From an optimization exercise on the open Yosys and OpenROAD flow, aimed at small area, a short achievable clock period and few clock cycles per item; shortcuts taken in it are not production practice. The RTL was checked by simulation tests, not by an equivalence proof against the original design.

## design/flow/run.sh

```bash
#!/bin/bash
# synth_recipe.tcl (not shown) runs the flow's synth.tcl, then flattens the netlist and writes it again
# the make line also repeats each setting of config.mk as NAME=value (left out here)
make -C /OpenROAD-flow-scripts/flow DESIGN_CONFIG=/design/flow/config.mk WORK_HOME=/design/flow/orfs CLKGATE_MAP_FILE= SYNTH_SCRIPT=/design/flow/synth_recipe.tcl finish
```

## design/flow/config.mk

```make
export PLATFORM = sky130hd
export DESIGN_NAME = divider
export DESIGN_NICKNAME = divider
export VERILOG_FILES = /design/flow/design.v
export SDC_FILE = /design/flow/constraint.sdc
export NUM_CORES = 4
export LEC_CHECK = 0
export CAP_MARGIN = 20
export CORE_MARGIN = 2
export CORE_UTILIZATION = 40
export PLACE_DENSITY = 0.6
export SETUP_SLACK_MARGIN = 1.5
export SLEW_MARGIN = 20
```

## design/flow/constraint.sdc

```tcl
create_clock -name core_clock -period 5.0 [get_ports {clk}]
set_input_delay 1.0000 -clock core_clock [delete_from_list [all_inputs] [get_ports {clk}]]
set_output_delay 1.0000 -clock core_clock [all_outputs]
set_load 0.01 [all_outputs]
```

## design/flow/design.v

```verilog
module divider(quotient, remainder, done, divisor, dividend, start, clk, rst);
    output reg [31:0] quotient, remainder;
    input [31:0] divisor, dividend;
    input start, clk, rst;
    output done;
    reg        busy, align;
    reg [4:0]  sh;       
    reg [31:0] B;        
    function [4:0] lzc;
        input [31:0] x;
        reg [15:0] v0; reg [15:0] z0;
        reg [7:0]  v1; reg [15:0] z1;
        reg [3:0]  v2; reg [11:0] z2;
        reg [1:0]  v3; reg [7:0]  z3;
        integer i;
        begin
            for (i = 0; i < 16; i = i + 1) begin
                v0[i] = x[2*i+1] | x[2*i];
                z0[i] = ~x[2*i+1];
            end
            for (i = 0; i < 8; i = i + 1) begin
                v1[i] = v0[2*i+1] | v0[2*i];
                z1[2*i +: 2] = v0[2*i+1] ? {1'b0, z0[2*i+1]} : {1'b1, z0[2*i]};
            end
            for (i = 0; i < 4; i = i + 1) begin
                v2[i] = v1[2*i+1] | v1[2*i];
                z2[3*i +: 3] = v1[2*i+1] ? {1'b0, z1[4*i+2 +: 2]} : {1'b1, z1[4*i +: 2]};
            end
            for (i = 0; i < 2; i = i + 1) begin
                v3[i] = v2[2*i+1] | v2[2*i];
                z3[4*i +: 4] = v2[2*i+1] ? {1'b0, z2[6*i+3 +: 3]} : {1'b1, z2[6*i +: 3]};
            end
            lzc = v3[1] ? {1'b0, z3[7:4]} : {1'b1, z3[3:0]};
        end
    endfunction
    function [31:0] smear;
        input [31:0] x;
        integer i;
        begin
            smear = x;
            for (i = 1; i < 32; i = i * 2)
                smear = smear | (smear >> i);
        end
    endfunction
    wire [4:0] za = lzc(dividend);
    wire [4:0] zb = lzc(divisor);
    wire       quick = (|(divisor & ~smear(dividend))) | ~(|divisor);
    wire [32:0] diff = {1'b0, remainder} - {1'b0, B};
    wire        qbit = ~diff[32];
    assign done = ~busy;
    always_ff @(posedge clk, negedge rst) begin
        if (~rst) begin
            busy <= 1'b0;
            align <= 1'b0;
        end else if (busy) begin
            align <= 1'b0;
            busy <= align | (sh != 5'd0);
        end else begin
            busy <= start & ~quick;
            align <= start & ~quick;
        end
    end
    always_ff @(posedge clk) begin
        if (busy) begin
            if (align) begin
                B <= B << sh;
            end else begin
                B <= B >> 1;
                sh <= sh - 5'd1;
                quotient <= {quotient[30:0], qbit};
                if (qbit) remainder <= diff[31:0];
            end
        end else begin
            B <= divisor;
            sh <= zb - za;
            if (start) begin
                quotient <= 32'd0;
                remainder <= dividend;
            end
        end
    end
endmodule
```

==> impl_metrics.csv, run 1 <==
group,metric,value,unit
worst_setup_path,max_stage_delay,390,ps
clock_tree,clock-sinks,103,
final_layout,final_nets,1175,
route,drtAntennaViolNets,0,
placed_design,dpl_cell_area,9690,sq um
synth,syn_avg_cell_area,8.76,sq um
sta,fin_crit,3430,ps
final_layout,synthToLayoutAreaGrowth,29.4,%
synth,synth_edf_count,71,
route,routed_via_density,5.97,
synth,syn-num-nets,1034,
global_routing,grt_pass1_wl,42.0,mm
status,status,"timing/DRC/antenna clean",
synth,yosysTopAreaCellShare,26.3,%
floorplanning,die_x,146,microns
floorplanning,die_area,21500,sq um
route,routed_wl,27.7,mm
route,drt-initial-drc-count,839,
clock_tree,cts_buffers,9,
final_layout,instances_no_fill,1343,
placed_design,port_buffers,131,
final_layout,antenna_cells,0,
floorplanning,initial_utilization,40.4,%
worst_setup_path,crit_slowest_cell,"fa_2",
worst_setup_path,critPathArrivalTime,3530,ps
synth,post-synth-top-area-cell,"edfxtp_1",
route,drc,0,
route,vias,8018,
synth,synth_area_leaders,"edfxtp_1 26%, dfxtp_1 7.4%, ha_1 5.9%",
floorplanning,rows,52,
floorplanning,core,20100,sq um
worst_setup_path,required,5100,ps
final_layout,drive_gt1_share,16.6,%
floorplanning,io-pin-count,132,
global_routing,grt_overflow,0,
sta,tightest_slew,1050,ps
route,wl_per_cell,20.6,microns
clock_tree,h-tree-depth,3,
sta,final-hold-violation-count,0,
synth,synth_async_sr_flop_share,1.94,%
worst_setup_path,cp_cell_sequence,"dlygate4sd2_1 > nor4_4 > nand2b_4 > a21oi_4 > a2111oi_2 > a21oi_1 > ha_2 > inv_2 > fa_2 > a21o_1 > a21oi_2 > xor2_1 > xnor2_1 > o21ai_1",
floorplanning,dieHeight,146,microns
clock_tree,clk_pin_slew,90,ps
synth,yosys_warnings,1,
synth,yosys_register_bits,103,
global_routing,grt_max_degree,76,
job,drv_cap,0,
sta,setup_ws,1570,ps
clock_tree,cts_buffer_depth,2,
sta,finalSetupTns,0,ps
clock_tree,tritoncts,"yes",
worst_setup_path,cp-start-kind,"input pin",
worst_setup_path,end_kind,"flip-flop",
final_layout,final_common_cell,"nand2_1",
route,drt_pre_antenna_iters,5,
sta,skew,11.0,ps
placed_design,gp_congestion,0.948,
worst_setup_path,crit_type,"input pin to flip-flop",
worst_setup_path,cp_max_fo,4,
synth,netlist_instances,927,
placed_design,dp_slack,558,ps
sta,maxSlewHeadroom,29.8,%
synth,ys_seq_area_share,34.3,%
global_routing,first_global_vias,7350,
sta,final.period_utilization,68.6,%
synth,synth_cell_types,70,
clock_tree,cts_root_buf,"clkbuf_16",
global_routing,grtUsageTotal,25.1,%
synth,syn_area,8120,sq um
sta,slew_violations,0,
worst_setup_path,crit_family,"compound AO/OA/AOI/OAI gates",
min_path,min_path_type,"flip-flop to flip-flop",
sta,rsz0062_at_grt,"yes",
placed_design,dp.cells,1295,
final_layout,fin_area,10500,sq um
final_layout,mostFrequentLayoutCells,"87 x nand2_1, 77 x nor2_1, 75 x clkdlybuf4s50_1, 74 x a21oi_1, 71 x edfxtp_1",
global_routing,antenna_found_initial,0,
sta,max_freq,0.292,GHz
clock_tree,clk-insertion-delay-late,370,ps
worst_setup_path,path_buf_inv,2,
synth,synthFlopType,"edfxtp_1",
placed_design,place_hpwl,20.4,mm
sta,setup_viol,0,
[cells by family after synthesis]
| group | after synthesis | synth area share [%] |
|---|---|---|
| AO/OA/AOI/OAI | 291 | 23.3 |
| AND/OR/NAND/NOR | 291 | 16.8 |
| buffers and inverters | 109 | 5.13 |
| flip-flops | 103 | 34.3 |
| multiplexers | 63 | 10.9 |
| adder cells (fa/ha/maj) | 40 | 6.35 |
| XOR/XNOR | 30 | 3.24 |
[layer usage]
layer  track usage (%)  wire length [microns]
met5                 0                      0
met1              36.8                  12200
met3              3.00                   2300
met2              39.6                  12600
met4              6.41                    605
[cell usage after synthesis, types with 7 or more instances]
master	instances
a21o_1	23
xor2_1	11
o221ai_1	9
o21ai_0	64
dfxtp_1	30
a31oi_1	12
xnor2_1	19
o21ai_1	8
ha_1	38
edfxtp_1	71
nand2_1	89
nand2b_1	10
a211oi_1	11
mux2_2	23
a21oi_1	78
clkbuf_1	31
o21a_1	7
nor2_1	82
or3_1	8
inv_1	64
o211ai_1	11
nor4_1	13
a221oi_1	7
nand3_1	9
nor3_1	20
and2_1	34
mux2i_1	22
mux4_2	18
[worst paths after layout]
path | start | to | slack (ps) | depth (start not counted)
setup / recovery | divisor[24] | sh[4]$_DFFE_PP_ | 1570 | 14
hold / removal | quotient[14]$_SDFFCE_PN0P_ | quotient[15]$_SDFFCE_PN0P_ | 560 | 1
setup reg to reg | remainder[0]$_DFFE_PP_ | remainder[22]$_DFFE_PP_ | 1640 | 14
hold reg to reg | quotient[14]$_SDFFCE_PN0P_ | quotient[15]$_SDFFCE_PN0P_ | 560 | 1
max in group asynchronous | rst | busy$_DFF_PN0_ | 4080 | 1
min in group asynchronous | rst | busy$_DFF_PN0_ | 790 | 1
[registers in the layout (all words and copies together), names as in the netlist]
name / cells
sh: 5
B: 32
remainder: 32
quotient: 32
align: 1
busy: 1
[what timing repair did]
item                                    4_1_cts  5_1_grt
cloned                                        2        0
buffers inserted                             15       15
pin swaps                                    17       29
hold buffers                                  0        0
gates resized for setup                      72       95
endpoints found under the setup margin       36       38
[metrics by stage]
| step | hold slack (ps) | util [%] |
|---|---|---|
| after floorplan | 499 | - |
| after global placement | 533 | 48.2 |
| after detailed placement | 544 | 48.2 |
| after CTS | 565 | 51.1 |
| after global routing | 581 | 52.2 |
| final | 558 | 52.2 |
[final cells by class]
type,count,area (sq um)
clock inverter,7,86.3
clock buffer,9,225
fill,1916,9600
timing repair buffer,170,1610
tap,270,338
sequential,103,2790
inverter,67,255
multi-input combinational,717,5200
[worst reg2reg max path: cells and delay by family, from the launching register on]
| family | cells | cell delay (ps) |
|---|---|---|
| flip-flops | 1 | 350 |
| AO/OA/AOI/OAI | 8 | 1580 |
| buffers and inverters | 3 | 350 |
| adder cells (fa/ha/maj) | 2 | 600 |
| AND/OR/NAND/NOR | 1 | 200 |
Testbench counts, summed over its fixed seeds: cycles 15,180, items 2,048.
==> inputs of run 2 (changes only) <==
--- a/design/flow/config.mk
+++ b/design/flow/config.mk
@@ -9,5 +9,5 @@
 export CORE_MARGIN = 2
 export CORE_UTILIZATION = 40
 export PLACE_DENSITY = 0.6
-export SETUP_SLACK_MARGIN = 1.5
+export SETUP_SLACK_MARGIN = 2.5
 export SLEW_MARGIN = 20
==> run 2 against run 1 <==
Net effect:
- still clean on timing, DRC and antenna
- routed wire length increased by 8.8%
- via count increased by 4.4%
- fmax increased by 1.4%
- critical path depth increased by 4
- sequential cell count unchanged
- worst hold slack improved by 1.1 ps
- synthesized cell count unchanged
- critical path type unchanged
- critical endpoint unchanged
- largest cell class unchanged
- highest routed layer unchanged
==> impl_metrics.csv, run 2 <==
group,metric,value,unit
status,status,"timing/DRC/antenna clean",
route,drtAntennaViolNets,0,
final_layout,reg.largest.list,"B x32, quotient x32, remainder x32",
final_layout,final_util,59.1,%
synth,syn-num-nets,1034,
final_layout,drive_gt1_share,33.4,%
placed_design,port_buffers,131,
global_routing,grt_overflow,0,
clock_tree,cts_buffer_depth,2,
sta,final.period_utilization,67.7,%
sta,slew_violations,0,
synth,post-synth-top-area-cell,"edfxtp_1",
clock_tree,clk_pin_slew,80,ps
sta,max_freq,0.296,GHz
synth,syn_avg_cell_area,8.76,sq um
clock_tree,tritoncts,"yes",
synth,synth_edf_count,71,
sta,setup_viol,0,
placed_design,place_hpwl,20.6,mm
synth,synthTopCellsByCount,"89 x nand2_1, 82 x nor2_1, 78 x a21oi_1",
sta,maxSlewHeadroom,48.2,%
placed_design,dpl_cell_area,9910,sq um
route,routed_wl,30.1,mm
final_layout,nFillCells,1783,
worst_setup_path,required,5110,ps
synth,yosys_warnings,1,
sta,final-hold-violation-count,0,
global_routing,first_global_vias,7890,
floorplanning,rows,52,
final_layout,synthToLayoutAreaGrowth,46.4,%
sta,skew,12.7,ps
route,wl_per_cell,21.3,microns
global_routing,antenna_found_initial,0,
worst_setup_path,critPathArrivalTime,3490,ps
synth,synth_async_sr_flop_share,1.94,%
clock_tree,hold_buffers,0,
route,routed_via_density,5.91,
placed_design,dp_slack,542,ps
worst_setup_path,crit_type,"input pin to flip-flop",
route,drt_pre_antenna_iters,5,
min_path,min_path_type,"flip-flop to flip-flop",
floorplanning,io-pin-count,132,
synth,yosysTopAreaCellShare,26.3,%
clock_tree,cts_buffers,9,
global_routing,grt_max_degree,79,
route,drt-initial-drc-count,828,
clock_tree,clk-insertion-delay-late,380,ps
placed_design,gp_congestion,0.927,
synth,syn_area,8120,sq um
clock_tree,clock-sinks,103,
synth,synth_cell_types,70,
synth,yosys_register_bits,103,
sta,rsz0062_at_grt,"yes",
clock_tree,h-tree-depth,3,
final_layout,final_nets,1248,
synth,synthFlopType,"edfxtp_1",
floorplanning,die_area,21500,sq um
final_layout,fin_area,11900,sq um
synth,synth.most_common_cell,"nand2_1",
synth,ys_seq_area_share,34.3,%
floorplanning,die_x,146,microns
route,drc,0,
global_routing,grtUsageTotal,27.2,%
floorplanning,core,20100,sq um
sta,setup_ws,1620,ps
route,vias,8371,
final_layout,final_common_cell,"buf_4",
sta,tightest_slew,776,ps
sta,finalSetupTns,0,ps
sta,fin_crit,3380,ps
final_layout,mostFrequentLayoutCells,"91 x buf_4, 85 x nand2_1, 72 x nor2_1, 71 x edfxtp_1, 63 x clkdlybuf4s50_1",
worst_setup_path,cp-start-kind,"input pin",
job,drv_cap,0,
synth,synth_area_leaders,"edfxtp_1 26%, dfxtp_1 7.4%, ha_1 5.9%",
worst_setup_path,cp_max_fo,5,
clock_tree,cts_root_buf,"clkbuf_16",
global_routing,grt_pass1_wl,45.2,mm
final_layout,antenna_cells,0,
synth,netlist_instances,927,
worst_setup_path,end_kind,"flip-flop",
floorplanning,dieHeight,146,microns
floorplanning,initial_utilization,40.4,%
run 2: cell count changes in the layout (fill, tap and decap cells not counted), sizes merged:
cell / before / now
inv: 67 / 66
dlymetal6s2s: 23 / 3
buf: 43 / 138
clkinvlp: 1 / 4
clkbuf: 25 / 11
clkdlybuf4s50: 75 / 63
clkdlybuf4s15: 1 / 9
dlygate4sd2: 12 / 26
run 2: worst paths after layout:
kind / start / end / slack, ps / depth (start not counted)
max: dividend[17] / sh[4]$_DFFE_PP_ / 1620 / 18
min: quotient[11]$_SDFFCE_PN0P_ / quotient[12]$_SDFFCE_PN0P_ / 560 / 1
max reg2reg: remainder[0]$_DFFE_PP_ / remainder[5]$_DFFE_PP_ / 1910 / 14
min reg2reg: quotient[11]$_SDFFCE_PN0P_ / quotient[12]$_SDFFCE_PN0P_ / 560 / 1
max in group asynchronous: rst / busy$_DFF_PN0_ / 4080 / 1
min in group asynchronous: rst / align$_DFF_PN0_ / 780 / 1
run 2: area by class of cell:
| class | count | area [sq um] | area share (%) |
|---|---|---|---|
| repair inverters | 2 | 12.5 | 0.105 |
| repair buffers | 241 | 2220 | 18.7 |
| inverters | 67 | 259 | 2.18 |
| flip-flops and latches | 103 | 2820 | 23.7 |
| clock inverters | 7 | 86.3 | 0.726 |
| well taps | 270 | 338 | 2.84 |
| clock buffers | 9 | 225 | 1.89 |
| multi-input cells | 717 | 5930 | 49.9 |
run 2: critical path, cell delays in order:
cell and delay, ps:
dlygate4sd2_1 300, inv_1 70, a21oi_1 50, nor2_1 90, nor2_1 50, nor2_1 100
nor2_1 70, o21ai_2 120, o211ai_1 150, o31ai_2 100, ha_2 230, inv_2 50
fa_2 330, a21o_1 190, a21oi_2 140, xor2_1 190, xnor2_1 160, o21ai_1 70
run 2: logic make-up (layout without fill, tap and decap cells):
logic type                 after synthesis  after routing  share of synthesized area, %
adders and majority gates               40             40                          6.35
buffers and inverters                  109            326                          5.13
and+or+nand+nor                        291            291                          16.8
AOI/OAI and AO/OA                      291            293                          23.3
xor gates and xnor gates                30             30                          3.24
DFF                                    103            103                          34.3
muxes                                   63             63                          10.9
run 2: metrics by stage:
step | cells | hold WS [ps]
final | 1416 | 559
after global routing | 1416 | 581
after CTS | 1387 | 564
after detailed placement | 1294 | 545
after global placement | 1294 | 533
after floorplan | 927 | 499
run 2: repair_timing:
action / in CTS / in global routing
cloned: 5 / 0
pin swaps: 71 / 58
resized for setup: 316 / 86
buffers inserted: 72 / 29
setup endpoints to repair: 125 / 84
run 2: metal layers:
metal,routed length (microns),vias up,global-route usage [%]
met5,0,-,0
met4,922,0,10.1
met3,2150,62,3.66
met2,13800,377,42.7
met1,13300,4057,38.4
li1,-,3875,-
==> inputs of run 3 (changes only) <==
==> design/flow/flow/run.sh (new file) <==
#!/bin/bash
# Own layout flow: the standard synthesis unchanged, then the standard ORFS
# steps with a few extra ORFS settings (flow/extra.mk) appended to config.mk
# after synthesis, so that synthesis is exactly the standard flow's.
set -euo pipefail
here="$(pwd)"
bash standard.sh synth > "$here/log_synth.txt" 2>&1
cat flow/extra.mk >> config.mk
bash standard.sh > "$here/log_layout.txt" 2>&1
==> design/flow/flow/extra.mk (new file) <==
export BUFFER_PORTS_ARGS = -buffer_cell sky130_fd_sc_hd__buf_2
==> design/flow/standard.sh (new file) <==
#!/bin/bash
# synth_recipe.tcl (not shown) runs the flow's synth.tcl, then flattens the netlist and writes it again
# the make line also repeats each setting of config.mk as NAME=value (left out here)
make -C /OpenROAD-flow-scripts/flow DESIGN_CONFIG=/design/flow/config.mk WORK_HOME=/design/flow/orfs CLKGATE_MAP_FILE= SYNTH_SCRIPT=/design/flow/synth_recipe.tcl "${@:-finish}"
--- a/design/flow/config.mk
+++ b/design/flow/config.mk
@@ -9,5 +9,6 @@
 export CORE_MARGIN = 2
 export CORE_UTILIZATION = 40
 export PLACE_DENSITY = 0.6
-export SETUP_SLACK_MARGIN = 2.5
+export SETUP_SLACK_MARGIN = 1.5
 export SLEW_MARGIN = 20
+export BUFFER_PORTS_ARGS = -buffer_cell sky130_fd_sc_hd__buf_2
removed: design/flow/run.sh
==> run 3 against run 2 <==
Net effect:
- global-route usage decreased by 2.7 points
- die area unchanged
- sequential share of layout area increased by 4.9 points
- routed wire length decreased by 11%
- worst hold slack got worse by 160 ps
- first-iteration DRC count decreased by 11%
- non-clock buffer count decreased by 87
- via count decreased by 6.4%
- synthesized cell count unchanged
- still clean
- sequential cell count unchanged
- count of clock-buffer cells in the layout unchanged
==> impl_metrics.csv, run 3 <==
group,metric,value,unit
synth,synth_cell_types,70,
floorplanning,initial_utilization,40.4,%
synth,synth_compound_area_share,23.3,%
synth,muxShareOfSynthArea,10.9,%
sta,fin_crit,3400,ps
synth,syn_area,8120,sq um
worst_setup_path,required,5100,ps
worst_setup_path,cp-start-kind,"input pin",
clock_tree,tritoncts,"yes",
global_routing,grtUsageTotal,24.5,%
synth,synthAdderAreaFrac,6.35,%
route,drtAntennaViolNets,0,
worst_setup_path,cp_max_fo,4,
final_layout,instances_no_fill,1327,
sta,skew,15.3,ps
sta,finalSetupTns,0,ps
final_layout,nFillCells,1956,
placed_design,port_buffers,131,
global_routing,grt_max_degree,95,
clock_tree,h-tree-depth,3,
global_routing,first_global_vias,7265,
synth,synth_top_family_by_area,"compound AO/OA/AOI/OAI gates",
clock_tree,cts_root_buf,"clkbuf_16",
final_layout,reg.largest.list,"B x32, quotient x32, remainder x32",
synth,synth_area_leaders,"edfxtp_1 26%, dfxtp_1 7.4%, ha_1 5.9%",
final_layout,multi_input_area,5160,sq um
synth,yosys_warnings,1,
final_layout,final_common_cell,"buf_2",
clock_tree,clock-sinks,103,
final_layout,seq_area,2790,sq um
placed_design,place_hpwl,19.6,mm
floorplanning,die_x,146,microns
route,drt-initial-drc-count,735,
synth,yosysTopAreaCellShare,26.3,%
floorplanning,die_area,21500,sq um
final_layout,synthToLayoutAreaGrowth,19.9,%
final_layout,final_nets,1159,
job,drv_cap,0,
synth,synthXorXnorAreaFrac,3.24,%
worst_setup_path,worstReg2RegEnd,"remainder[12]$_DFFE_PP_",
placed_design,dp.cells,1294,
sta,rsz0062_at_grt,"yes",
placed_design,gp_congestion,0.956,
sta,final-hold-violation-count,0,
route,vias,7839,
global_routing,antenna_found_initial,0,
sta,setup_viol,0,
worst_setup_path,rrSetupSlack,1620,ps
synth,synth_async_sr_flop_share,1.94,%
synth,netlist_instances,927,
worst_setup_path,rr_worst_depth,14,
clock_tree,cts_buffer_depth,2,
route,drt_pre_antenna_iters,5,
floorplanning,dieHeight,146,microns
status,status,"timing/DRC/antenna clean",
final_layout,drive_gt1_share,24.4,%
worst_setup_path,r2r_start,"remainder[0]$_DFFE_PP_",
synth,synth-simple-area-share,16.8,%
sta,maxSlewHeadroom,31.4,%
synth,post-synth-top-area-cell,"edfxtp_1",
floorplanning,io-pin-count,132,
final_layout,antenna_cells,0,
route,wl_per_cell,20.2,microns
worst_setup_path,critPathArrivalTime,3500,ps
global_routing,grt_overflow,0,
final_layout,mostFrequentLayoutCells,"129 x buf_2, 88 x nand2_1, 81 x nor2_1, 73 x a21oi_1, 71 x edfxtp_1",
worst_setup_path,end_kind,"flip-flop",
synth,syn_avg_cell_area,8.76,sq um
route,routed_wl,26.8,mm
sta,slew_violations,0,
min_path,min_path_type,"input pin to asynchronous set/reset pin",
global_routing,grt_pass1_wl,41.2,mm
synth,ys_seq_area_share,34.3,%
synth,synth.most_common_cell,"nand2_1",
floorplanning,rows,52,
worst_setup_path,crit_type,"input pin to flip-flop",
synth,syn-num-nets,1034,
clock_tree,cts_buffers,9,
sta,final.period_utilization,67.9,%
route,routed_via_density,5.91,
clock_tree,clk_pin_slew,90,ps
sta,max_freq,0.294,GHz
route,drc,0,
synth,synthFlopType,"edfxtp_1",
sta,tightest_slew,1030,ps
floorplanning,core,20100,sq um
synth,synthTopCellsByCount,"89 x nand2_1, 82 x nor2_1, 78 x a21oi_1",
clock_tree,clk-insertion-delay-late,370,ps
synth,yosys_register_bits,103,
synth,synth_edf_count,71,
-- run 3: metal layers --
| layer | routed length (microns) | track usage (%) | vias to the layer above |
|---|---|---|---|
| met1 | 11800 | 34.9 | 3720 |
| li1 | - | - | 3697 |
| met5 | 0 | 0 | - |
| met3 | 1960 | 3.88 | 64 |
| met4 | 869 | 9.03 | 0 |
| met2 | 12100 | 37.5 | 358 |
-- run 3: worst max-delay path: stages --
cell and delay [ps]:
buf_8 80, nand2b_4 110, a21oi_2 50, o21bai_1 160, a21oi_2 90, o21bai_1 140
a21oi_1 90, nor2_1 130, nor2_2 70, o31ai_2 200, ha_2 210, inv_2 40
fa_2 350, a21o_1 170, a21oi_2 130, xor2_1 200, xnor2_1 190, o21ai_1 80
-- run 3: layout make-up --
cell class,count,area share (%)
inverters,67,2.58
repair buffers,154,9.10
flip-flops and latches,103,28.6
clock buffers,9,2.31
multi-input cells,717,53.0
well taps,270,3.47
clock inverters,7,0.887
-- run 3: cells by family after synthesis --
group / Yosys count
AND/OR/NAND/NOR: 291
adder cells (fa/ha/maj): 40
AO/OA/AOI/OAI: 291
flip-flops: 103
XOR/XNOR: 30
multiplexers: 63
buffers and inverters: 109
-- run 3: repair_timing --
item | 4_1_cts | 5_1_grt
endpoints found under the setup margin | 33 | 34
hold buffers | 0 | 0
gates resized for setup | 11 | 30
pin swaps | 5 | 15
cloned | 2 | 0
buffers inserted | 9 | 5
-- run 3: worst max path at each step --
stage / start / to / slack [ps] / cells past startpoint
2_1_floorplan: dividend[30] / sh[4]$_DFFE_PP_ / 1430 / 13
3_3_place_gp: dividend[30] / sh[4]$_DFFE_PP_ / 940 / 14
3_5_place_dp: dividend[30] / sh[4]$_DFFE_PP_ / 880 / 14
4_1_cts: dividend[31] / sh[4]$_DFFE_PP_ / 1520 / 14
5_1_grt: dividend[2] / sh[4]$_DFFE_PP_ / 1420 / 18
6_report: dividend[2] / sh[4]$_DFFE_PP_ / 1600 / 18
-- run 3: stage by stage --
| stage | setup slack (ps) | utilization, % | area, sq um | hold WS, ps |
|---|---|---|---|---|
| 2_1_floorplan | 1430 | - | 8140 | 499 |
| 3_3_place_gp | 940 | 44.9 | 9030 | 528 |
| 3_5_place_dp | 882 | 44.9 | 9030 | 534 |
| 4_1_cts | 1520 | 47.4 | 9540 | 394 |
| 5_1_grt | 1420 | 48.4 | 9740 | 386 |
| 6_report | 1600 | 48.4 | 9740 | 399 |
==> inputs of run 4 (changes only) <==
==> design/flow/flow/extra.mk (replaced) <==
export BUFFER_PORTS_ARGS = -buffer_cell sky130_fd_sc_hd__buf_1
--- a/design/flow/config.mk
+++ b/design/flow/config.mk
@@ -9,6 +9,6 @@
 export CORE_MARGIN = 2
 export CORE_UTILIZATION = 40
 export PLACE_DENSITY = 0.6
-export SETUP_SLACK_MARGIN = 1.5
+export SETUP_SLACK_MARGIN = 2.0
 export SLEW_MARGIN = 20
-export BUFFER_PORTS_ARGS = -buffer_cell sky130_fd_sc_hd__buf_2
+export BUFFER_PORTS_ARGS = -buffer_cell sky130_fd_sc_hd__buf_1
==> run 4 against run 3 <==
Net effect:
- still clean
- clock skew grew 1.6 ps
- routed wire length up 2.1%
- count of clock-buffer cells in the layout did not move
- synthesized cell count did not move
- critical path depth decreased by 4
- design area increased by 2.8%
- worst setup slack gained 76 ps
- first-iteration DRC count is 8.8% higher
- area after synthesis did not move
- largest cell class unchanged
==> impl_metrics.csv, run 4 <==
group,metric,value,unit
route,drt-initial-drc-count,800,
floorplanning,dieHeight,146,microns
synth,ys_seq_area_share,34.3,%
clock_tree,cts_buffer_depth,2,
sta,max_freq,0.301,GHz
job,drv_cap,0,
sta,slew_violations,0,
clock_tree,cts_buffers,9,
synth,synth_async_sr_flop_share,1.94,%
synth,netlist_instances,927,
route,vias,7945,
synth,synth.most_common_cell,"nand2_1",
min_path,min_path_type,"input pin to asynchronous set/reset pin",
worst_setup_path,rrSetupSlack,1850,ps
clock_tree,cts_root_buf,"clkbuf_16",
route,drtAntennaViolNets,0,
final_layout,reg.largest.list,"B x32, quotient x32, remainder x32",
global_routing,grtUsageTotal,24.9,%
floorplanning,io-pin-count,132,
route,drt_pre_antenna_iters,7,
status,status,"timing/DRC/antenna clean",
floorplanning,die_area,21500,sq um
placed_design,gp_congestion,0.929,
sta,skew,16.9,ps
clock_tree,clock-sinks,103,
sta,tightest_slew,817,ps
synth,syn_area,8120,sq um
synth,yosys_register_bits,103,
worst_setup_path,cp-start-kind,"input pin",
synth,yosysTopAreaCellShare,26.3,%
final_layout,antenna_cells,0,
sta,fin_crit,3320,ps
sta,whs,401,ps
route,drc,0,
final_layout,final_nets,1174,
sta,finalSetupTns,0,ps
synth,syn_avg_cell_area,8.76,sq um
clock_tree,tritoncts,"yes",
worst_setup_path,crit_type,"input pin to flip-flop",
floorplanning,initial_utilization,40.4,%
worst_setup_path,rr_worst_depth,13,
final_layout,drive_gt1_share,19.8,%
placed_design,port_buffers,131,
route,routed_via_density,5.92,
sta,final.period_utilization,66.4,%
floorplanning,rows,52,
synth,synthTopCellsByCount,"89 x nand2_1, 82 x nor2_1, 78 x a21oi_1",
placed_design,place_hpwl,19.7,mm
worst_setup_path,required,5110,ps
global_routing,grt_overflow,0,
synth,synth_area_leaders,"edfxtp_1 26%, dfxtp_1 7.4%, ha_1 5.9%",
final_layout,final_common_cell,"buf_1",
synth,syn-num-nets,1034,
global_routing,first_global_vias,7471,
synth,synth_edf_count,71,
final_layout,synthToLayoutAreaGrowth,23.3,%
floorplanning,core,20100,sq um
final_layout,instances_no_fill,1342,
worst_setup_path,critPathArrivalTime,3430,ps
sta,setup_viol,0,
final_layout,mostFrequentLayoutCells,"102 x buf_1, 87 x nand2_1, 80 x nor2_1, 71 x edfxtp_1, 70 x a21oi_1",
sta,setup_ws,1680,ps
placed_design,dp.cells,1293,
floorplanning,die_x,146,microns
placed_design,dp_slack,917,ps
clock_tree,hold_buffers,0,
global_routing,antenna_found_initial,0,
synth,synthFlopType,"edfxtp_1",
route,wl_per_cell,20.4,microns
synth,yosys_warnings,1,
sta,maxSlewHeadroom,45.5,%
clock_tree,clk_pin_slew,90,ps
synth,synth_cell_types,70,
route,routed_wl,27.3,mm
worst_setup_path,cp_max_fo,4,
global_routing,grt_max_degree,89,
clock_tree,h-tree-depth,3,
clock_tree,clk-insertion-delay-late,370,ps
worst_setup_path,end_kind,"flip-flop",
sta,final-hold-violation-count,0,
synth,post-synth-top-area-cell,"edfxtp_1",
sta,rsz0062_at_grt,"yes",
global_routing,grt_pass1_wl,41.8,mm
run 4: cell count changes in the layout (fill, tap and decap cells not counted), sizes merged:
cell / previous run / this run
buf: 154 / 162
clkbuf: 9 / 15
clkinvlp: 0 / 3
inv: 68 / 67
clkinv: 6 / 5
run 4: through the flow:
stage                     utilization, %  area [sq um]
after global placement              44.3          8910
after CTS                           48.7          9780
after floorplan                        -          8190
final                               49.8         10000
after global routing                49.8         10000
after detailed placement            44.3          8910
run 4: cell families after synthesis:
| family | share of synthesized area [%] |
|---|---|
| AO/OA/AOI/OAI | 23.3 |
| XOR/XNOR | 3.24 |
| buffers and inverters | 5.13 |
| adder cells (fa/ha/maj) | 6.35 |
| flip-flops | 34.3 |
| multiplexers | 10.9 |
| AND/OR/NAND/NOR | 16.8 |
run 4: per-layer routing:
metal | track usage [%] | part of all wire (%) | wire length (microns) | vias up
met3 | 3.41 | 6.7 | 1840 | 65
li1 | - | - | - | 3735
met2 | 39.1 | 45 | 12400 | 363
met1 | 34.8 | 44 | 12100 | 3782
met4 | 10.1 | 3.7 | 1020 | 0
met5 | 0 | 0 | 0 | -
run 4: layout make-up:
| type | instances | area (sq um) |
|---|---|---|
| clock buffers | 9 | 225 |
| flip-flops and latches | 103 | 2800 |
| clock inverters | 7 | 88.8 |
| inverters | 67 | 259 |
| repair buffers | 168 | 916 |
| repair inverters | 1 | 7.51 |
| multi-input cells | 717 | 5370 |
| well taps | 270 | 338 |
| fillers | 1886 | 10100 |
run 4: what timing repair did:
action                                  CTS  global route
setup buffers                            26             4
cloned                                    2             1
endpoints found under the hold margin     0             0
endpoints found under the setup margin   41            59
pin swaps                                32            32
resized for setup                        90            60
run 4: worst max-delay path, stage by stage:
cell and delay [ps]:
buf_1 180, nor4_4 350, o21ai_1 130, a21oi_2 230
a2111oi_4 90, a21oi_1 150, ha_2 190, inv_2 40
fa_2 330, a21o_1 190, a21oi_2 140, xor2_1 180
xnor2_1 130, o21ai_1 60
run 4: path summary, 6_finish.rpt:
| kind | start | end |
|---|---|---|
| hold / removal | rst | align$_DFF_PN0_ |
| max in group asynchronous | rst | busy$_DFF_PN0_ |
| min in group core_clock | quotient[15]$_SDFFCE_PN0P_ | quotient[16]$_SDFFCE_PN0P_ |
| setup reg to reg | B[7]$_DFF_P_ | remainder[20]$_DFFE_PP_ |
| hold reg to reg | quotient[15]$_SDFFCE_PN0P_ | quotient[16]$_SDFFCE_PN0P_ |
| setup / recovery | divisor[20] | sh[4]$_DFFE_PP_ |
==> inputs of run 5 (changes only) <==
--- a/design/flow/config.mk
+++ b/design/flow/config.mk
@@ -9,6 +9,6 @@
 export CORE_MARGIN = 2
 export CORE_UTILIZATION = 40
 export PLACE_DENSITY = 0.6
-export SETUP_SLACK_MARGIN = 2.0
+export SETUP_SLACK_MARGIN = 1.5
 export SLEW_MARGIN = 20
 export BUFFER_PORTS_ARGS = -buffer_cell sky130_fd_sc_hd__buf_1
==> run 5 against run 4 <==
Net effect:
- via count is 1.5% lower
- worst setup slack worse by 130 ps
- sequential cell count stayed put
- utilization is 2.6 points lower
- first-iteration DRC count is 5.3% higher
- die area stayed put
- area after synthesis stayed put
- synthesized cell count stayed put
- largest cell class unchanged
- highest routed layer unchanged
==> impl_metrics.csv, run 5 <==
group,metric,value,unit
worst_setup_path,max_stage_delay,350,ps
synth,synth_area_leaders,"edfxtp_1 26%, dfxtp_1 7.4%, ha_1 5.9%",
sta,final.period_utilization,69.1,%
synth,post-synth-top-area-cell,"edfxtp_1",
synth,syn-num-nets,1034,
worst_setup_path,critPathArrivalTime,3550,ps
route,drtAntennaViolNets,0,
sta,final-hold-violation-count,0,
worst_setup_path,end_kind,"flip-flop",
clock_tree,clk_pin_slew,90,ps
worst_setup_path,rrSetupSlack,1690,ps
floorplanning,rows,52,
status,status,"timing/DRC/antenna clean",
job,drv_cap,0,
route,wl_met3,1.91,mm
worst_setup_path,required,5100,ps
final_layout,final_common_cell,"buf_1",
global_routing,grt_overflow,0,
final_layout,drive_gt1_share,12.0,%
synth,synth_edf_count,71,
route,m1WireLength,11.7,mm
synth,yosys_warnings,1,
placed_design,port_buffers,131,
global_routing,first_global_vias,7144,
clock_tree,cts_buffers,9,
placed_design,gp_congestion,0.919,
floorplanning,dieHeight,146,microns
synth,syn_area,8120,sq um
worst_setup_path,r2r_start,"remainder[0]$_DFFE_PP_",
worst_setup_path,worstReg2RegEnd,"remainder[22]$_DFFE_PP_",
worst_setup_path,path_buf_inv,2,
floorplanning,core,20100,sq um
floorplanning,die_x,146,microns
sta,setup_viol,0,
global_routing,antenna_found_initial,1,
final_layout,mostFrequentLayoutCells,"124 x buf_1, 88 x nand2_1, 81 x nor2_1, 76 x a21oi_1, 71 x edfxtp_1",
worst_setup_path,cp-start-kind,"input pin",
final_layout,reg.largest.list,"B x32, quotient x32, remainder x32",
global_routing,grt_pass1_wl,40.3,mm
synth,syn_avg_cell_area,8.76,sq um
floorplanning,die_area,21500,sq um
sta,rsz0062_at_grt,"no",
route,wl_per_cell,19.8,microns
synth,netlist_instances,927,
route,drt_pre_antenna_iters,6,
global_routing,grtUsageTotal,24.1,%
clock_tree,clk-insertion-delay-late,370,ps
route,drc,0,
synth,yosysTopAreaCellShare,26.3,%
sta,fin_crit,3460,ps
worst_setup_path,crit_slowest_cell,"fa_2",
sta,max_freq,0.289,GHz
synth,synthFlopType,"edfxtp_1",
worst_setup_path,cp_max_fo,6,
synth,synthTopCellsByCount,"89 x nand2_1, 82 x nor2_1, 78 x a21oi_1",
synth,synth.most_common_cell,"nand2_1",
clock_tree,cts_root_buf,"clkbuf_16",
worst_setup_path,rr_worst_depth,14,
sta,finalSetupTns,0,ps
route,routed.top_layer,"met4",
worst_setup_path,crit_family,"simple AND/OR/NAND/NOR gates",
clock_tree,cts_buffer_depth,2,
final_layout,final_nets,1157,
route,vias,7822,
clock_tree,tritoncts,"yes",
worst_setup_path,cp_cell_sequence,"buf_4 > nor4_4 > nand2_2 > nor3_4 > nand3_2 > o31ai_2 > ha_2 > inv_2 > fa_2 > a21o_1 > a21oi_2 > xor2_1 > xnor2_1 > o21ai_1",
final_layout,nFillCells,1982,
worst_setup_path,crit_type,"input pin to flip-flop",
floorplanning,initial_utilization,40.4,%
final_layout,synthToLayoutAreaGrowth,16.9,%
sta,tightest_slew,1220,ps
floorplanning,io-pin-count,132,
sta,maxSlewHeadroom,16.5,%
global_routing,grt_max_degree,94,
route,routed_wl,26.3,mm
clock_tree,clock-sinks,103,
placed_design,place_hpwl,19.5,mm
synth,synth_async_sr_flop_share,1.94,%
synth,synth_cell_types,70,
synth,ys_seq_area_share,34.3,%
sta,slew_violations,0,
route,drt-initial-drc-count,842,
min_path,min_path_type,"input pin to asynchronous set/reset pin",
route,wl_met2,11.8,mm
route,routed_via_density,5.90,
clock_tree,h-tree-depth,3,
synth,yosys_register_bits,103,
sta,skew,14.5,ps
==> run 5: through the flow <==
stage	std cells	util (%)	hold slack (ps)	worst slack, ps	instance area [sq um]
final	1326	47.2	397	1540	9490
after global routing	1326	47.2	391	1390	9490
after CTS	1316	46.4	394	1500	9340
after detailed placement	1294	44.1	541	893	8870
after global placement	1294	44.1	530	930	8870
after floorplan	927	-	499	1430	8140
==> run 5: what timing repair did <==
action	CTS	global route
setup endpoints to repair	33	34
pin swaps	3	20
hold buffers	0	0
hold endpoints to repair	0	0
buffers inserted	4	8
resized for setup	12	27
gates cloned	2	0
==> run 5: how the worst max path moves through the flow <==
stage                 endpoint  cells past startpoint          from
2_1_floorplan  sh[4]$_DFFE_PP_                     13  dividend[30]
3_3_place_gp   sh[4]$_DFFE_PP_                     14  dividend[30]
5_1_grt        sh[4]$_DFFE_PP_                     14  dividend[30]
3_5_place_dp   sh[4]$_DFFE_PP_                     14  dividend[30]
6_report       sh[4]$_DFFE_PP_                     14  dividend[30]
4_1_cts        sh[4]$_DFFE_PP_                     14  dividend[31]
==> run 5: kinds of logic (layout without fill, tap and decap cells) <==
kind of cell	count (synthesis)	count (layout)	synth area share, %
DFF	103	103	34.3
other	0	1	0
adders and majority gates	40	40	6.35
buffers and inverters	109	235	5.13
xor gates and xnor gates	30	30	3.24
muxes	63	63	10.9
and+or+nand+nor	291	291	16.8
AOI/OAI and AO/OA	291	293	23.3
==> run 5: area by class of cell <==
type | instances | area, sq um | area share [%]
Multi-Input combinational cell | 717 | 5100 | 53.7
Sequential cell | 103 | 2790 | 29.4
Timing Repair Buffer | 152 | 708 | 7.46
Tap cell | 270 | 338 | 3.56
Inverter | 67 | 251 | 2.65
Clock buffer | 9 | 225 | 2.37
Clock inverter | 7 | 83.8 | 0.883
Antenna cell | 1 | 2.50 | 0.0264
==> run 5: metal layers <==
metal | up-vias | GRT usage [%]
met5 | - | 0
met4 | 0 | 8.83
met3 | 55 | 3.22
met2 | 349 | 37.8
met1 | 3719 | 34.2
li1 | 3699 | -
==> inputs of run 6 (changes only) <==
==> design/flow/flow/extra.mk (replaced) <==
export BUFFER_PORTS_ARGS = -buffer_cell sky130_fd_sc_hd__buf_1
export RECOVER_POWER = 100
--- a/design/flow/config.mk
+++ b/design/flow/config.mk
@@ -12,3 +12,4 @@
 export SETUP_SLACK_MARGIN = 1.5
 export SLEW_MARGIN = 20
 export BUFFER_PORTS_ARGS = -buffer_cell sky130_fd_sc_hd__buf_1
+export RECOVER_POWER = 100
==> run 6 against run 5 <==
Net effect:
- routed wire length grew 0.19%
- global-route usage unchanged
- now fails the layout checks on capacitance limit, slew limit
- critical path type is now flip-flop to flip-flop
- count of clock-buffer cells in the layout unchanged
- utilization down 0.25 points
- highest routed layer unchanged
- critical path depth is the same
==> impl_metrics.csv, run 6 <==
group,metric,value,unit
sta,max_freq,0.247,GHz
worst_setup_path,required,5090,ps
worst_setup_path,crit_slowest_cell,"o21ai_0",
clock_tree,tritoncts,"yes",
worst_setup_path,crit_type,"flip-flop to flip-flop",
synth,synth_async_sr_flop_share,1.94,%
route,vias,7779,
synth,syn-num-nets,1034,
clock_tree,clk_pin_slew,90,ps
clock_tree,hold_buffers,0,
sta,skew,16.4,ps
global_routing,grt_max_degree,94,
sta,setup_viol,0,
worst_setup_path,cp_max_fo,10,
synth,synthFlopType,"edfxtp_1",
synth,synthTopCellsByCount,"89 x nand2_1, 82 x nor2_1, 78 x a21oi_1",
synth,syn_area,8120,sq um
floorplanning,rows,52,
min_path,min_path_type,"input pin to asynchronous set/reset pin",
final_layout,fin_area,9440,sq um
global_routing,grt_overflow,0,
synth,netlist_instances,927,
clock_tree,cts_buffers,9,
floorplanning,core,20100,sq um
worst_setup_path,rrSetupSlack,950,ps
placed_design,place_hpwl,19.5,mm
synth,synth_cell_types,70,
placed_design,dpl_cell_area,8870,sq um
clock_tree,cts_root_buf,"clkbuf_16",
worst_setup_path,max_stage_delay,670,ps
route,drtAntennaViolNets,0,
route,drt-initial-drc-count,851,
worst_setup_path,end_kind,"flip-flop",
global_routing,grtUsageTotal,24.1,%
final_layout,reg.largest.list,"B x32, quotient x32, remainder x32",
sta,fin_crit,4050,ps
clock_tree,cts_buffer_depth,2,
global_routing,grt_pass1_wl,40.3,mm
final_layout,final_util,47.0,%
floorplanning,dieHeight,146,microns
floorplanning,die_x,146,microns
worst_setup_path,cp_cell_sequence,"inv_1 > ha_1 > fa_1 > nand2b_1 > a21o_1 > a21bo_2 > a21oi_1 > o21ai_0 > o21ai_0 > a21oi_1 > o31ai_4 > buf_12 > a22o_4 > buf_12",
sta,final-hold-violation-count,0,
sta,slew_violations,127,
final_layout,drive_gt1_share,11.1,%
route,routed_via_density,5.87,
route,routed_wl,26.4,mm
synth,post-synth-top-area-cell,"edfxtp_1",
job,drv_cap,2,
floorplanning,die_area,21500,sq um
floorplanning,initial_utilization,40.4,%
sta,final.period_utilization,81.1,%
global_routing,antenna_found_initial,1,
synth,syn_avg_cell_area,8.76,sq um
global_routing,first_global_vias,7144,
floorplanning,io-pin-count,132,
final_layout,synthToLayoutAreaGrowth,16.3,%
route,drc,0,
final_layout,final_nets,1157,
clock_tree,h-tree-depth,3,
synth,ys_seq_area_share,34.3,%
route,wl_per_cell,19.9,microns
clock_tree,clock-sinks,103,
clock_tree,clk-insertion-delay-late,370,ps
synth,synth.most_common_cell,"nand2_1",
synth,yosys_warnings,1,
worst_setup_path,rr_worst_depth,14,
synth,synth_edf_count,71,
synth,yosys_register_bits,103,
route,drt_pre_antenna_iters,5,
sta,rsz0062_at_grt,"no",
placed_design,port_buffers,131,
synth,yosysTopAreaCellShare,26.3,%
status,status,"complete, but fails checks",
final_layout,mostFrequentLayoutCells,"124 x buf_1, 88 x nand2_1, 81 x nor2_1, 78 x a21oi_1, 71 x edfxtp_1",
placed_design,gp_congestion,0.919,
final_layout,final_common_cell,"buf_1",
status,violatedChecks,"capacitance limit, slew limit",
sta,whs,398,ps
worst_setup_path,critPathArrivalTime,4150,ps
sta,tightest_slew,1720,ps
synth,synth_area_leaders,"edfxtp_1 26%, dfxtp_1 7.4%, ha_1 5.9%",
sta,finalSetupTns,0,ps
sta,maxSlewHeadroom,-14.9,%
worst_setup_path,cp-start-kind,"flip-flop",
==> run 6: final cells by class <==
cell class / count / area [sq um]
diodes: 1 / 2.50
inverters: 67 / 251
repair buffers: 152 / 702
flip-flops and latches: 103 / 2780
fillers: 1995 / 10700
clock inverters: 7 / 83.8
well taps: 270 / 338
clock buffers: 9 / 225
multi-input cells: 717 / 5060
==> run 6: repair_timing <==
| action | CTS | global route |
|---|---|---|
| pin swaps | 3 | 20 |
| setup buffers | 4 | 8 |
| cloned | 2 | 0 |
| setup endpoints to repair | 33 | 34 |
| resized for setup | 12 | 27 |
| hold endpoints to repair | 0 | 0 |
==> run 6: cell families (layout without fill, tap and decap cells) <==
logic type / count (synthesis) / count (layout) / share of synthesized area [%]
DFF: 103 / 103 / 34.3
adders and majority gates: 40 / 40 / 6.35
and+or+nand+nor: 291 / 291 / 16.8
AOI/OAI and AO/OA: 291 / 293 / 23.3
other: 0 / 1 / 0
xor gates and xnor gates: 30 / 30 / 3.24
muxes: 63 / 63 / 10.9
buffers and inverters: 109 / 235 / 5.13
==> run 6: final timing paths <==
check / start / endpoint
hold / removal: rst / busy$_DFF_PN0_
min in group core_clock: quotient[15]$_SDFFCE_PN0P_ / quotient[16]$_SDFFCE_PN0P_
setup reg to reg: remainder[0]$_DFFE_PP_ / remainder[22]$_DFFE_PP_
max in group asynchronous: rst / align$_DFF_PN0_
hold reg to reg: quotient[15]$_SDFFCE_PN0P_ / quotient[16]$_SDFFCE_PN0P_
setup / recovery: remainder[0]$_DFFE_PP_ / remainder[22]$_DFFE_PP_
==> run 6: critical path: cells and delay by family, from the launching register on <==
family          cells  cell delay [ps]
fa+ha+maj           2              630
buf+inv             3              350
simple gates        1              220
compound gates      8             2220
flops               1              360
==> run 6: stage by stage <==
step	setup WS, ps	instances
2_1_floorplan	1430	927
3_3_place_gp	930	1294
3_5_place_dp	893	1294
4_1_cts	1500	1316
5_1_grt	792	1326
6_report	946	1326
==> run 6: routing by layer <==
layer	up-vias	global-route usage, %	share of wire [%]
li1	3700	-	-
met1	3717	34.2	45
met2	312	37.8	45
met5	-	0	0
met3	50	3.22	6.7
met4	0	8.83	3.1
==> inputs of run 7 (changes only) <==
--- a/design/flow/design.v
+++ b/design/flow/design.v
@@ -4,6 +4,7 @@
     input start, clk, rst;
     output done;
     reg        busy, align;
+    reg [4:0]  za_r;     
     reg [4:0]  sh;       
     reg [31:0] B;        
     function [4:0] lzc;
@@ -42,9 +43,13 @@
                 smear = smear | (smear >> i);
         end
     endfunction
-    wire [4:0] za = lzc(dividend);
-    wire [4:0] zb = lzc(divisor);
-    wire       quick = (|(divisor & ~smear(dividend))) | ~(|divisor);
+    wire quick = (|(divisor & ~smear(dividend))) | ~(|divisor);
+    wire [4:0] s = sh - za_r;
+    wire [31:0] B1 = s[0] ? {B[30:0], 1'b0} : B;
+    wire [31:0] B2 = s[1] ? {B1[29:0], 2'b0} : B1;
+    wire [31:0] B4 = s[2] ? {B2[27:0], 4'b0} : B2;
+    wire [31:0] B8 = s[3] ? {B4[23:0], 8'b0} : B4;
+    wire [31:0] Ba = s[4] ? {B8[15:0], 16'b0} : B8;
     wire [32:0] diff = {1'b0, remainder} - {1'b0, B};
     wire        qbit = ~diff[32];
     assign done = ~busy;
@@ -63,7 +68,8 @@
     always_ff @(posedge clk) begin
         if (busy) begin
             if (align) begin
-                B <= B << sh;
+                B <= Ba;
+                sh <= s;
             end else begin
                 B <= B >> 1;
                 sh <= sh - 5'd1;
@@ -72,7 +78,8 @@
             end
         end else begin
             B <= divisor;
-            sh <= zb - za;
+            sh <= lzc(divisor);
+            za_r <= lzc(dividend);
             if (start) begin
                 quotient <= 32'd0;
                 remainder <= dividend;
==> design/flow/flow/extra.mk (replaced) <==
export BUFFER_PORTS_ARGS = -buffer_cell sky130_fd_sc_hd__buf_1
==> design/flow/config.mk (replaced) <==
export PLATFORM = sky130hd
export DESIGN_NAME = divider
export DESIGN_NICKNAME = divider
export VERILOG_FILES = /design/flow/design.v
export SDC_FILE = /design/flow/constraint.sdc
export NUM_CORES = 4
export LEC_CHECK = 0
export ABC_AREA = 1
export CAP_MARGIN = 20
export CORE_MARGIN = 2
export CORE_UTILIZATION = 40
export PLACE_DENSITY = 0.6
export SETUP_SLACK_MARGIN = 2.2
export SLEW_MARGIN = 20
export BUFFER_PORTS_ARGS = -buffer_cell sky130_fd_sc_hd__buf_1
==> run 7 against run 6 <==
Net effect:
- now clean on timing, DRC and antenna
- die area grew 13%
- first-iteration DRC count grew 100%
- register-to-register slack gained 1300 ps
- clock skew shrank 4.8 ps
- critical path depth shrank 4
- design area grew 8.6%
- utilization shrank 1.5 points
- synthesized cell count grew 49%
- routed wire length grew 32%
- critical endpoint is now B[27]$_DFF_P_
==> impl_metrics.csv, run 7 <==
group,metric,value,unit
synth,synth_area_leaders,"edfxtp_1 23%, nand2_1 16%, inv_1 8.4%",
floorplanning,rows,55,
sta,rsz0062_at_grt,"yes",
final_layout,fin_area,10300,sq um
clock_tree,cts_root_buf,"clkbuf_16",
final_layout,nFillCells,2406,
clock_tree,h-tree-depth,3,
global_routing,antenna_found_initial,0,
route,drt-initial-drc-count,1718,
global_routing,grt_overflow,0,
floorplanning,core,22600,sq um
sta,final-hold-violation-count,0,
min_path,min_path_type,"input pin to asynchronous set/reset pin",
placed_design,dp_slack,2040,ps
sta,slew_violations,0,
worst_setup_path,cp-start-kind,"flip-flop",
floorplanning,initial_utilization,40.7,%
placed_design,port_buffers,131,
route,wl_met3,3.20,mm
sta,setup_viol,0,
route,routed_wl,34.8,mm
sta,max_freq,0.361,GHz
final_layout,antenna_cells,0,
clock_tree,cts_buffer_depth,2,
route,vias,10100,
final_layout,mostFrequentLayoutCells,"389 x nand2_1, 204 x inv_1, 131 x buf_1, 107 x nand3_1, 101 x nor2_1",
route,drtAntennaViolNets,0,
placed_design,gp_congestion,0.981,
global_routing,grtUsageTotal,28.1,%
worst_setup_path,critPathArrivalTime,3090,ps
synth,syn_avg_cell_area,6.66,sq um
status,status,"timing/DRC/antenna clean",
synth,synth_async_sr_flop_share,1.85,%
synth,ys_seq_area_share,31.4,%
worst_setup_path,cp_max_fo,60,
synth,yosys_register_bits,108,
clock_tree,clk_pin_slew,90,ps
route,wl_met2,15.6,mm
synth,netlist_instances,1381,
sta,final.period_utilization,55.4,%
synth,syn_area,9190,sq um
synth,yosys_warnings,1,
synth,synth_cell_types,50,
sta,setup_ws,2230,ps
route,routed.top_layer,"met4",
synth,post-synth-top-area-cell,"edfxtp_1",
final_layout,final_common_cell,"nand2_1",
route,drt_pre_antenna_iters,12,
worst_setup_path,required,5310,ps
final_layout,drive_gt1_share,4.54,%
placed_design,dpl_cell_area,9840,sq um
synth,yosysTopAreaCellShare,23.2,%
final_layout,final_nets,1600,
route,routed_via_density,5.65,
synth,synthTopCellsByCount,"391 x nand2_1, 205 x inv_1, 107 x nand3_1",
route,drc,0,
synth,syn-num-nets,1488,
job,drv_cap,0,
synth,synth.most_common_cell,"nand2_1",
floorplanning,io-pin-count,132,
sta,tightest_slew,957,ps
global_routing,grt_max_degree,85,
global_routing,grt_pass1_wl,51.8,mm
worst_setup_path,end_kind,"flip-flop",
route,m1WireLength,14.3,mm
floorplanning,die_area,24200,sq um
global_routing,first_global_vias,9343,
floorplanning,die_x,156,microns
sta,fin_crit,2770,ps
final_layout,reg.largest.list,"B x32, quotient x32, remainder x32",
sta,finalSetupTns,0,ps
worst_setup_path,crit_type,"flip-flop to flip-flop",
clock_tree,cts_buffers,9,
floorplanning,dieHeight,156,microns
route,wl_per_cell,19.5,microns
clock_tree,clock-sinks,108,
clock_tree,tritoncts,"yes",
final_layout,synthToLayoutAreaGrowth,11.6,%
sta,skew,11.6,ps
clock_tree,clk-insertion-delay-late,370,ps
synth,synthFlopType,"edfxtp_1",
synth,synth_edf_count,71,
placed_design,place_hpwl,26.9,mm
sta,maxSlewHeadroom,36.2,%
run 7: cell type report:
cell class | count | area [sq um] | area share, %
timing repair buffer | 145 | 614 | 5.99
clock inverter | 6 | 55.1 | 0.537
clock buffer | 10 | 229 | 2.23
inverter | 212 | 807 | 7.87
sequential | 108 | 2880 | 28.1
tap | 285 | 357 | 3.48
multi-input combinational | 1016 | 5310 | 51.7
timing repair inverter | 1 | 7.51 | 0.0732
run 7: what timing repair did:
action | 4_1_cts | 5_1_grt
gates cloned | 0 | 3
pin swaps | 0 | 2
resized for setup | 3 | 10
buffers inserted | 0 | 6
setup endpoints to repair | 49 | 50
endpoints found under the hold margin | 0 | 0
hold buffers | 0 | 0
run 7: worst max-delay path: stages, from the launching register on:
cell	delay (ps)
dfxtp_1	310
inv_1	90
ha_1	300
buf_6	370
inv_2	200
o21ai_0	400
or2_1	190
nand2_1	50
nor2_1	390
o211ai_1	250
nand3b_1	150
run 7: path summary, 6_finish.rpt:
kind | start | endpoint | slack, ps | cells past startpoint
worst min-delay path | rst | align$_DFF_PN0_ | 410 | 1
worst max register to register | sh[0]$_DFF_P_ | B[27]$_DFF_P_ | 2230 | 10
worst min register to register | B[14]$_DFF_P_ | B[13]$_DFF_P_ | 520 | 2
min in group core_clock | B[14]$_DFF_P_ | B[13]$_DFF_P_ | 520 | 2
worst max-delay path | sh[0]$_DFF_P_ | B[27]$_DFF_P_ | 2230 | 10
max in group asynchronous | rst | busy$_DFF_PN0_ | 4440 | 1
run 7: logic make-up (layout without fill, tap and decap cells):
logic type,Yosys count,count (layout),synth area share (%)
mux,11,11,1.20
buf+inv,259,374,11.6
xor+xnor,15,15,1.59
simple gates,675,677,31.4
flops,108,108,31.4
compound gates,273,273,17.3
fa+ha+maj,40,40,5.61
run 7: metrics by stage:
stage,hold slack [ps],util [%],cells
2_1_floorplan,442,-,1381
3_3_place_gp,484,43.6,1758
3_5_place_dp,474,43.6,1758
4_1_cts,420,44.9,1774
5_1_grt,415,45.4,1783
6_report,405,45.4,1783
run 7: per-layer routing:
layer  up-vias  track usage (%)
li1       4816                -
met4         0             12.1
met3       106             3.89
met5         -                0
met2       549             44.9
met1      4609             38.2
Testbench counts of run 7, summed over its fixed seeds: cycles 15,180, items 2,048.
==> inputs of run 8 (changes only) <==
--- a/design/flow/config.mk
+++ b/design/flow/config.mk
@@ -10,6 +10,6 @@
 export CORE_MARGIN = 2
 export CORE_UTILIZATION = 40
 export PLACE_DENSITY = 0.6
-export SETUP_SLACK_MARGIN = 2.2
+export SETUP_SLACK_MARGIN = 3.0
 export SLEW_MARGIN = 20
 export BUFFER_PORTS_ARGS = -buffer_cell sky130_fd_sc_hd__buf_1
==> run 8 against run 7 <==
Net effect:
- still clean on timing, DRC and antenna
- worst setup slack better by 430 ps
- sequential cell count unchanged
- clock skew decreased by 0.86 ps
- sequential share of layout area decreased by 6.1 points
- fmax is 18% higher
- utilization rose by 13 points
- count of clock-buffer cells in the layout did not move
- area after synthesis stayed put
- synthesized cell count stayed put
- critical path type unchanged
- critical endpoint is now B[26]$_DFF_P_
==> impl_metrics.csv, run 8 <==
group,metric,value,unit
status,status,"timing/DRC/antenna clean",
worst_setup_path,cp_cell_sequence,"inv_4 > ha_4 > inv_2 > fa_2 > buf_12 > inv_12 > mux2i_4 > buf_4 > o211ai_1 > nand3_1 > nand3b_1",
synth,synth_area_leaders,"edfxtp_1 23%, nand2_1 16%, inv_1 8.4%",
final_layout,drive_gt1_share,31.6,%
sta,setup_ws,2660,ps
sta,slew_violations,0,
worst_setup_path,critPathArrivalTime,2650,ps
clock_tree,h-tree-depth,3,
route,routed_wl,40.6,mm
synth,synth.most_common_cell,"nand2_1",
global_routing,first_global_vias,10000,
sta,setup_viol,0,
clock_tree,cts_buffer_depth,2,
sta,skew,10.7,ps
floorplanning,dieHeight,156,microns
synth,synth_async_sr_flop_share,1.85,%
global_routing,grt_overflow,0,
clock_tree,tritoncts,"yes",
worst_setup_path,crit_type,"flip-flop to flip-flop",
final_layout,antenna_cells,0,
placed_design,port_buffers,131,
floorplanning,die_area,24200,sq um
synth,synthFlopType,"edfxtp_1",
floorplanning,core,22600,sq um
final_layout,synthToLayoutAreaGrowth,43.5,%
sta,tightest_slew,671,ps
clock_tree,hold_buffers,0,
route,routed_via_density,5.85,
global_routing,grt_max_degree,85,
route,drc,0,
worst_setup_path,required,5310,ps
route,wl_per_cell,21.3,microns
sta,final.period_utilization,46.9,%
floorplanning,die_x,156,microns
synth,yosys_warnings,1,
clock_tree,cts_root_buf,"clkbuf_16",
worst_setup_path,crit_slowest_cell,"fa_2",
route,vias,11100,
synth,syn_avg_cell_area,6.66,sq um
sta,rsz0062_at_grt,"yes",
final_layout,final_nets,1720,
synth,synthTopCellsByCount,"391 x nand2_1, 205 x inv_1, 107 x nand3_1",
route,drt-initial-drc-count,1453,
placed_design,dp_slack,2190,ps
synth,synth_cell_types,50,
job,drv_cap,0,
placed_design,place_hpwl,27.3,mm
sta,final-hold-violation-count,0,
worst_setup_path,rrSetupSlack,2660,ps
synth,post-synth-top-area-cell,"edfxtp_1",
worst_setup_path,max_stage_delay,580,ps
synth,yosys_register_bits,108,
global_routing,grt_pass1_wl,56.8,mm
final_layout,mostFrequentLayoutCells,"318 x nand2_1, 170 x inv_1, 99 x buf_1, 83 x buf_4, 78 x nand3_1",
sta,fin_crit,2340,ps
synth,syn-num-nets,1488,
clock_tree,clk-insertion-delay-late,370,ps
sta,maxSlewHeadroom,54.9,%
worst_setup_path,end_kind,"flip-flop",
sta,finalSetupTns,0,ps
synth,netlist_instances,1381,
route,drt_pre_antenna_iters,7,
final_layout,final_common_cell,"nand2_1",
clock_tree,cts_buffers,9,
synth,syn_area,9190,sq um
clock_tree,clk_pin_slew,80,ps
sta,max_freq,0.427,GHz
min_path,min_path_type,"input pin to asynchronous set/reset pin",
global_routing,antenna_found_initial,0,
placed_design,gp_congestion,1.00,
floorplanning,initial_utilization,40.7,%
worst_setup_path,cp-start-kind,"flip-flop",
floorplanning,io-pin-count,132,
route,drtAntennaViolNets,0,
clock_tree,clock-sinks,108,
synth,yosysTopAreaCellShare,23.2,%
final_layout,reg.largest.list,"B x32, quotient x32, remainder x32",
synth,ys_seq_area_share,31.4,%
worst_setup_path,cp_max_fo,7,
floorplanning,rows,55,
global_routing,grtUsageTotal,30.8,%
synth,synth_edf_count,71,
[run 8: what timing repair did]
action	CTS	global route
cloned	10	4
pin swaps	61	104
resized for setup	218	309
endpoints found under the setup margin	133	155
setup buffers	61	56
[run 8: per-stage QoR]
stage	util, %	hold WS, ps	cells	instance area [sq um]
after detailed placement	43.9	472	1756	9910
after global routing	58.5	417	1902	13200
after global placement	43.9	470	1756	9910
final	58.5	418	1902	13200
after CTS	51.9	421	1842	11700
after floorplan	-	442	1381	9300
[run 8: worst paths after layout]
check	start	cells after the start	to
min in group core_clock	B[11]$_DFF_P_	2	B[10]$_DFF_P_
worst max register to register	sh[0]$_DFF_P_	11	B[26]$_DFF_P_
worst max-delay path	sh[0]$_DFF_P_	11	B[26]$_DFF_P_
max in group asynchronous	rst	1	busy$_DFF_PN0_
worst min-delay path	rst	1	align$_DFF_PN0_
worst min register to register	B[11]$_DFF_P_	2	B[10]$_DFF_P_
[run 8: layout make-up]
class | count | area [sq um]
fill | 2067 | 9380
multi-input combinational | 1017 | 6880
sequential | 108 | 2900
timing repair buffer | 256 | 1850
inverter | 212 | 850
tap | 285 | 357
clock buffer | 10 | 229
timing repair inverter | 9 | 85.1
clock inverter | 5 | 45.0
[run 8: worst max-delay path, delay by kind of cell (launching register included)]
| kind | cells | cell delay (ps) |
|---|---|---|
| adders and majority gates | 2 | 700 |
| buffers and inverters | 5 | 500 |
| and+or+nand+nor | 2 | 310 |
| DFF | 1 | 330 |
| AOI/OAI and AO/OA | 1 | 250 |
| muxes | 1 | 180 |
[run 8: routing by layer]
layer	track usage, %	up-vias	wire, microns
met5	0	-	0
met4	12.1	0	2330
met3	6.14	186	3830
met2	49.8	647	18600
met1	40.6	5215	15800
li1	-	5075	-
[run 8: logic make-up after synthesis]
family	Yosys count	synth area share, %
AO/OA/AOI/OAI	273	17.3
XOR/XNOR	15	1.59
adder cells (fa/ha/maj)	40	5.61
buffers and inverters	259	11.6
flip-flops	108	31.4
multiplexers	11	1.20
AND/OR/NAND/NOR	675	31.4

-- re-timing with driven ports --
How much do the figures lean on ideal ports? The routed layouts below were timed once more, with nothing changed but the port constraints. Step 1: set_driving_cell puts a clkbuf_16 on clk and a buf_2 on each other input, an assumption about the parent block. Step 2 moves the port delays by t, midway between the first and last clock arrival at a register: inputs arrive t later, outputs are due t later. That takes back most of the time a late clock gives input paths. Slacks: ideal / step 1 / step 2; pairs: ideal / step 1.
| run | t, ns | slack for setup (ns) | worst register clock-pin slew, ns | worst data-port slew with drivers (ns) |
|---|---|---|---|---|
| run 1 | 0.407 | 1.571 / 1.592 / 1.184 | 0.09 / 0.09 | 0.07 |
| run 2 | 0.415 | 1.617 / 1.619 / 1.203 | 0.09 / 0.09 | 0.07 |
| run 3 | 0.412 | 1.603 / 1.593 / 1.181 | 0.09 / 0.09 | 0.06 |
| run 4 | 0.410 | 1.678 / 1.658 / 1.248 | 0.09 / 0.09 | 0.07 |
| run 5 | 0.416 | 1.544 / 1.571 / 1.154 | 0.09 / 0.09 | 0.09 |
| run 6 | 0.416 | 0.946 / 0.946 / 0.946 | 0.09 / 0.09 | 0.08 |
| run 7 | 0.417 | 2.229 / 2.229 / 2.204 | 0.09 / 0.09 | 0.06 |
| run 8 | 0.410 | 2.656 / 2.656 / 2.592 | 0.08 / 0.08 | 0.07 |
The setup slack of run 4, which loses most, moves by -0.020 ns with the drivers and by -0.430 ns with both steps.
